This design comes from an exercise in tuning for small area and a short achievable clock period on the open sky130 flow, not from production work. In this exercise RTL edits were held to simulation tests only and were not proved equivalent to the original. No activity file was given, so power comes from the tool's default toggle rates.

==> run.sh <==
#!/bin/bash
# synth_recipe.tcl (not shown) runs the flow's synth.tcl, then flattens the netlist and writes it again
# the make line also repeats each setting of config.mk as NAME=value (left out here)
make -C /OpenROAD-flow-scripts/flow DESIGN_CONFIG=/design/flow/config.mk WORK_HOME=/design/flow/orfs CLKGATE_MAP_FILE= SYNTH_SCRIPT=/design/flow/synth_recipe.tcl finish
==> config.mk <==
export PLATFORM = sky130hd
export DESIGN_NAME = system
export DESIGN_NICKNAME = system
export VERILOG_FILES = /design/flow/design.v
export SDC_FILE = /design/flow/constraint.sdc
export NUM_CORES = 4
export LEC_CHECK = 0
export CAP_MARGIN = 20
export CORE_MARGIN = 2
export CORE_UTILIZATION = 30
export PLACE_DENSITY = 0.4
export SETUP_SLACK_MARGIN = 0.3
export SLEW_MARGIN = 20
==> constraint.sdc <==
create_clock -name core_clock -period 10.0 [get_ports {clk}]
set_input_delay 2.0000 -clock core_clock [delete_from_list [all_inputs] [get_ports {clk}]]
set_output_delay 2.0000 -clock core_clock [all_outputs]
set_load 0.01 [all_outputs]
==> design.v <==
module control(op, 
					reg_dst, reg_write, 
					alu_src, alu_op, 
					mem_to_reg, mem_read, mem_write, 
					branch, jump
					);
	input [5:0]op;
	output  alu_src,reg_dst, reg_write,   
			 mem_to_reg, mem_read, mem_write, 
			 branch, jump;
	output [1:0]alu_op;
	reg reg_dst, reg_write, 
			 alu_src, 
			 mem_to_reg, mem_read, mem_write, 
			 branch, jump;
	reg [1:0]alu_op;
	always@(*)begin
	  case(op)
	      6'd0: begin  reg_dst=1'b1;
			               reg_write=1'b1; 
			               alu_src=1'b0;
							       alu_op=2'd2;
			               mem_to_reg=1'b0; 
							       mem_read=1'b0; 
							       mem_write=1'b0; 
			               branch=1'b0; 
							       jump=1'b0;
 					    end 
			6'd4: begin  reg_dst=1'b0; 
			             reg_write=1'b0; 
			             alu_src=1'b0; 
							     alu_op=2'd1;
			             mem_to_reg=1'b0; 
							     mem_read=1'b0; 
							     mem_write=1'b0; 
			             branch=1'b1; 
							     jump=1'b0;
 					end
			6'd35: begin  reg_dst=1'b0; 
			              reg_write=1'b1; 
			              alu_src=1'b1; 
							      alu_op=2'd0;
			              mem_to_reg=1'b1; 
							      mem_read=1'b1;
							      mem_write=1'b0; 
			              branch=1'b0; 
							      jump=1'b0;
 					end
			6'd43: begin  reg_dst=1'b0; 
			              reg_write=1'b0; 
			              alu_src=1'b1; 
							      alu_op=2'd0;
			              mem_to_reg=1'b0; 
							      mem_read=1'b0; 
							      mem_write=1'b1; 
			              branch=1'b0; 
							      jump=1'b0;
 					end
			6'd2: begin  reg_dst=1'b0; 
			             reg_write=1'b0; 
			             alu_src=1'b0; 
							     alu_op=2'd0;
			             mem_to_reg=1'b0; 
							     mem_read=1'b0; 
							     mem_write=1'b0; 
			             branch=1'b0; 
							     jump=1'b1;
 					end
 			default:begin     
 			             reg_dst=1'b0; 
			             reg_write=1'b0; 
			             alu_src=1'b0; 
							     alu_op=2'd0;
			             mem_to_reg=1'b0; 
							     mem_read=1'b0; 
							     mem_write=1'b0; 
			             branch=1'b0; 
							     jump=1'b0;
							     end  
					endcase
					end
	endmodule		
module alu_control(alu_op, funct, alu_operation);
	input [1:0]alu_op;
	input [5:0]funct;
	output [3:0]alu_operation;
	reg  [3:0]alu_operation;
	always@(*)begin 
     case(alu_op)
	      2'd0 :  alu_operation=4'd2 ;
			  2'd1 :  alu_operation=4'd6 ;
	      2'd2 :  begin
			case(funct)
			   6'd32 : alu_operation=4'd2 ;
				 6'd34 : alu_operation=4'd6 ;
				 6'd36 : alu_operation=4'd0 ;
				 6'd37 : alu_operation=4'd1 ;
				 6'd42 : alu_operation=4'd7 ;
				 default alu_operation=4'd0 ;
				endcase
			end
			default alu_operation=4'd0 ;
	  endcase
		end
endmodule
module program_counter(clk, rst, next_pc, pc);
	input clk, rst;
	input [31:0]next_pc;
	output [31:0]pc;
	reg    [31:0]pc;
	always@(posedge clk or posedge rst)
	 begin
	 if(rst)
	   pc<=32'b0;
	 else
	  pc<=next_pc;
	 end
endmodule
module reg_file(clk, rst, reg_write, 
					 read_addr_1, read_addr_2, write_addr, write_data, 
					 read_data_1, read_data_2
					 );
	input clk, rst, reg_write;
	input [4:0]read_addr_1, read_addr_2,write_addr;
	input [31:0]write_data;
	output [31:0]read_data_1, read_data_2;
	reg    [31:0]read_data_1, read_data_2;
	reg    [31:0]register[31:0];
  integer i;
	always@(posedge clk or posedge rst)begin
	  if(rst)
      for(i=0;i<32;i=i+1)
	       register[i] <= 32'd0; 
	  else if(reg_write)
		     register[write_addr]<=write_data; 
   end
	always@(*)begin
		 if(read_addr_1==0)
		   read_data_1=32'd0;
		 else
		   read_data_1=register[read_addr_1];
		 if(read_addr_2==0)
		   read_data_2=32'd0;
		 else
		   read_data_2=register[read_addr_2];
   end
endmodule
module alu_32bit(in1, in2, alu_operation, alu_result, zero);
	input [31:0]in1, in2;
	input [3:0]alu_operation;
	output [31:0]alu_result;
	output zero;
	reg [31:0]alu_result;
	always@(*)begin
		case(alu_operation)
			4'd0 : alu_result = in1 & in2;
			4'd1  : alu_result = in1 | in2;
			4'd2 : alu_result = in1 + in2;
			4'd6 : alu_result = in1 - in2;
			4'd7 : alu_result = ($signed(in1) < $signed(in2)) ? 32'd1 : 32'd0;
			4'd12 : alu_result = ~(in1 | in2);
			default : alu_result = 32'd0;
		endcase
	end
	assign zero = (alu_result == 32'd0);
endmodule
module adder_32bit(in1, in2, sum);
	input [31:0]in1, in2;
	output [31:0]sum;
	assign sum = in1 + in2;
endmodule
module sign_extend(in, out);
	input [15:0]in;
	output [31:0]out;
	reg  [31:0]out;
	always@(in)
	 begin
	 if(in[15])begin
	    out[31:16]<=16'b1111111111111111;
		 out[15:0]<=in[15:0];
		 end
	else 
	   begin
	    out[31:16]<=16'b000000000000000;
		 out[15:0]<=in[15:0];
		 end
 end
endmodule
module system(clk, rst, 
				  instruction, data_mem_out, 
				  mem_read, mem_write, 
				  alu_out, reg_file_out_2, pc
				  );
	input clk, rst;
	input [31:0]instruction, data_mem_out;
	output mem_read, mem_write;
	output [31:0]alu_out, reg_file_out_2, pc;
	wire [5:0]op         = instruction[31:26];
	wire [4:0]rs         = instruction[25:21];
	wire [4:0]rt         = instruction[20:16];
	wire [4:0]rd         = instruction[15:11];
	wire [4:0]shamt      = instruction[10:6];
	wire [5:0]funct      = instruction[5:0];
	wire [15:0]immediate = instruction[15:0];
	wire [25:0]address   = instruction[25:0];
	wire reg_dst;					 
	wire reg_write;
	wire alu_src;
	wire [1:0]alu_op;
	wire mem_to_reg;
	wire branch;
	wire jump;
	wire [3:0]alu_operation;	 
	wire [31:0]next_pc;			 
	wire [4:0]mux1_out;			 
	wire [31:0]mux2_out;
	wire [31:0]reg_file_out_1;
	wire [31:0]reg_file_out_2;
	wire [31:0]mux3_out;			 
	wire [31:0]alu_out;
	wire zero;
	wire [31:0]sign_extend_out;
	wire [31:0]pc_add_4;			 
	wire [31:0]adder2_out;
	wire pc_src;					 
	wire [31:0]jump_addr;
	control C(.op(op), 
				    .reg_dst(reg_dst), 
				    .reg_write(reg_write), 
				    .alu_src(alu_src), 
				    .alu_op(alu_op), 
				    .mem_to_reg(mem_to_reg), 
				    .mem_read(mem_read), 
				    .mem_write(mem_write), 
			    	 .branch(branch), 
				    .jump(jump)
				 );
	alu_control ALU_C(.alu_op(alu_op), 
							      .funct(funct), 
							      .alu_operation(alu_operation)
							      );
	program_counter PC(.clk(clk), 
							       .rst(rst), 
							       .next_pc(next_pc), 
							       .pc(pc)
							       );
	reg_file RF(.clk(clk), 
					    .rst(rst), 
					    .reg_write(reg_write), 
					    .read_addr_1(rs), 
					    .read_addr_2(rt), 
					    .write_addr(mux1_out), 
					    .write_data(mux2_out), 
					    .read_data_1(reg_file_out_1), 
					    .read_data_2(reg_file_out_2)
					    );
	alu_32bit ALU(.in1(reg_file_out_1), 
					      .in2(mux3_out), 
					      .alu_operation(alu_operation), 
					      .alu_result(alu_out), 
					      .zero(zero)
					     );
	adder_32bit ADD1(.in1(4), 
						  .in2(pc), 
						  .sum(pc_add_4)
						  );
	adder_32bit ADD2(.in1(pc_add_4), 
						       .in2({sign_extend_out[29:0],2'b00}), 
						       .sum(adder2_out)
						  );
	sign_extend SE(.in(immediate), 
						     .out(sign_extend_out)
						     );
	assign next_pc = jump ? jump_addr :
						  pc_src ? adder2_out :
						  pc_add_4;
	assign mux1_out = reg_dst ? rd : rt;
	assign mux2_out = mem_to_reg ? data_mem_out : alu_out;
	assign mux3_out = alu_src ? sign_extend_out : reg_file_out_2;
	assign pc_src = branch & zero;
	assign jump_addr={pc_add_4[31:28],address,2'b00};
endmodule
==> run summary <==
[path summary, 6_finish.rpt]
| path | end | depth (start not counted) |
|---|---|---|
| setup / recovery | alu_out[31] | 24 |
| hold / removal | RF.register[10][15] | 2 |
| setup reg to reg | PC.pc[24] | 28 |
| hold reg to reg | RF.register[10][15] | 2 |
| max in group asynchronous | RF.register[19][25] | 4 |
| min in group asynchronous | PC.pc[28] | 2 |
[per-layer routing]
metal  part of all wire (%)  vias up  GRT usage, %
met5                 0.0037        -         0.104
met4                    5.6        2          16.7
met3                     11     1055          10.6
met2                     43     3876          54.6
met1                     41    29300          48.3
li1                       -    24600             -
[stage by stage]
step                instance area [µm²]  TNS (ps)  utilization (%)  worst slack, ps  hold WS (ps)
finish                            72000         0             39.3              348           509
global route                      71900         0             39.2              165           530
CTS                               71300         0             38.9              223           510
detailed placement                66700     -6590             36.4             -697           496
global placement                  66700     -7210             36.4             -668           485
floorplan                         55400  -6219850                -            -6090           469
[worst min-delay path: stages, from the launching register on]
cell     delay [ps]
dfrtp_1         360
nand2_1          50
o21ai_0          60
[synth_stat cells, types with 11 or more instances]
master and number:
a211oi_1 17, a21o_1 28, a21oi_1 237, a221oi_1 206, a222oi_1 64, a22o_1 225
a22oi_1 452, a31oi_1 18, and3_1 21, buf_1 28, buf_2 13, clkbuf_1 510
dfrtp_1 1022, ha_1 126, inv_1 110, mux2_2 11, mux2i_1 62, nand2_1 1214
nand2b_1 20, nand3_1 167, nand4_1 111, nor2_1 268, nor2b_1 14, nor3_1 59
o211ai_1 19, o21a_1 12, o21ai_0 1047, o21bai_1 14, o221a_2 11, o22ai_1 11
o31ai_1 13, or3_1 12, xnor2_1 38, xor2_1 19
[state kept, by name (all words and copies together) (netlist names)]
register / count
PC.pc: 30
RF.register: 992
[layout make-up]
cell class | instances | area share [%]
Multi-Input combinational cell | 4657 | 40.1
Sequential cell | 1022 | 35.5
Timing Repair Buffer | 1076 | 13.6
Clock buffer | 167 | 4.80
Tap cell | 2464 | 4.28
Clock inverter | 56 | 1.09
Inverter | 111 | 0.589
Antenna cell | 10 | 0.0348
[repair_timing]
item / in CTS / in global routing
resized for setup: 74 / 107
pin swaps: 29 / 58
buffers inserted: 17 / 20
setup endpoints to repair: 27 / 23
[kinds of logic after synthesis]
group	synth area share, %
AOI/OAI and AO/OA	29.0
other	0.00677
adders and majority gates	2.96
DFF	46.2
buffers and inverters	4.63
and+or+nand+nor	14.9
muxes	1.37
xor gates and xnor gates	0.902
[power groups by stage]
stage	sequential [W]	combinational [W]	clock [W]
floorplan	0.00438	0.000785	0
global placement	0.00439	0.00154	0
detailed placement	0.00439	0.00154	0
CTS	0.00432	0.00156	0.00487
global route	0.00433	0.00171	0.00504
finish	0.00432	0.00160	0.00483
==> results.yml <==
setup_path:
  path_cells: "clkdlybuf4s50_1 -> nand2b_1 -> buf_12 -> nor2_4 -> buf_4 -> buf_12 -> a22o_1 -> a221oi_1 -> nand3_1 -> nor2_1 -> a22o_1 -> inv_1 -> ha_1 -> a21oi_1 -> o21ai_0 -> a21o_1 -> a21oi_1 -> nor2_1 -> a211o_1 -> a31oi_1 -> nor2_1 -> o21ai_0 -> o211ai_1 -> dlygate4sd2_1"
  critPathKind: "in2out"
  cp-end-kind: "output port"
  cp_max_fo: 15
  cp_num_buf_inv: 6
  r2r_start: "RF.register[18][0]"
  cp_top_family: "compound AO/OA/AOI/OAI gates"
  slowest_stage: "nor2_4"
  slowest_delay_ps: 740
  startpoint_type: "input port"
  startpoint: "instruction[23]"
  rrSetupSlack_ps: 3410
  arrival_ps: 7650
  crit_required_ps: 8000
  cp_common_cell: "nor2_1"
yosys:
  ys_ff_latch: 1022
  synth.distinct_cells: 91
  synth_edf_count: 0
  syn_area_per_cell_um2: 8.72
  yosysWarnings: 7
  syn_area_mm2: 0.0554
  netlist.area_leader.share_pct: 46.2
  synthCells: 6346
  synthFlopType: "dfrtp_1"
  synth_top_area_cell: "dfrtp_1"
  synth-seq-area-share_pct: 46.2
  ys_async_sr_fraction_pct: 100
  synth.area.top_cells: "dfrtp_1 (46%), o21ai_0 (9.5%), nand2_1 (8.2%)"
sta:
  worstMarginPinSlew_ps: 1150
  rsz0062_at_grt: "yes"
  timing.slew.headroom_pct: 23.4
  setup_violations: 0
  finalCritPeriodShare_pct: 96.5
  fmax_ghz: 0.104
  final_max_slew_viol_count: 0
  period_needed_ps: 9650
  skew_ps: 72.7
  hold_viol: 0
clock_tree:
  insertion_delay_ps: 820
  ctsHoldBuffers: 0
  cts_max_level: 3
  numCtsBuffers: 120
  cts.path.max_buffers: 3
  clkTransAtPathRegs_ps: 70
  cts_root_buf: "clkbuf_16"
  cts_num_sinks: 1022
  cts_tree: "yes"
route:
  postRouteAntennaNets: 0
  firstDrtPassIters: 9
  drc_errors: 0
  totalWireLength_um: 349000
  vias_per_cell: 6.16
  num_vias: 58900
  wl_per_cell_um: 36.5
  drt_iter0_drc: 8829
final_layout:
  drive_gt1_share_pct: 19.9
  syn_to_final_growth_pct: 30.0
  regArea_mm2: 0.0256
  final_cell_mix: "nand2_1 (1,179), o21ai_0 (1,037), dfrtp_1 (1,022)"
  finalNetCount: 7183
  multi_input_area_mm2: 0.0288
  final_common_cell: "nand2_1"
  n_fill_cell: 18500
  final-instance-count-excl-fill: 9563
die:
  die-area_mm2: 0.188
  io_pins: 164
  num_rows: 157
  die_width_um: 434
  fp.coreArea_mm2: 0.183
  initial_core_util_pct: 30.2
  die_h_um: 434
pwr:
  p_comb_share_pct: 14.9
  p_leak_nw: 31.5
  p_total_w: 0.0108
  p_per_area_mw_per_mm2: 149
  p_clk_share_pct: 44.9
  p_seq_share_pct: 40.2
  vdd_drop_max_v: 0.000145
  netSwitchingFraction_pct: 28.6
  switchingPower_w: 0.00308
  internal_power_w: 0.00768
placement:
  hpwlAfterDp_um: 238000
  port-buffer-count: 161
  gp_congestion: 1.00
  place_inst: 9293
min_path:
  hold_class: "reg2reg"
  min_from: "RF.register[10][15]"
global_routing:
  grt_pass1_wl_um: 477000
  overflow: 0
  grt_pass1_vias: 55700
  grt_max_degree: 146
  antenna_found_initial: 13
  grtUsageTotal_pct: 36.5
flow_run:
  drv_cap: 0
outcome:
  status: "timing/DRC/antenna clean"

## separate check: timing with driven ports
The results above use ideal ports. As a check the final layout listed here was re-extracted and re-timed, cells and wires unchanged. Step 1, drivers: a clkbuf_16 drives clk and a buf_2 each remaining input, both assumed. Step 2 moves the port delays by t, midway between the first and last clock arrival at a register: inputs arrive t later, outputs are due t later. That takes back most of the time a late clock gives input paths. a / b / c = ideal / step 1 / step 2; a / b = the first two.
t, ns: 0.873
setup slack, ns: 0.348 / 0.259 / 0.259
worst register clock-pin slew, ns: 0.07 / 0.07
cell pins on the clock port's net: 1
After both steps setup and hold are still met in this run. For this run, drivers alone change the setup slack by -0.089 ns; drivers and shift together by -0.089 ns.
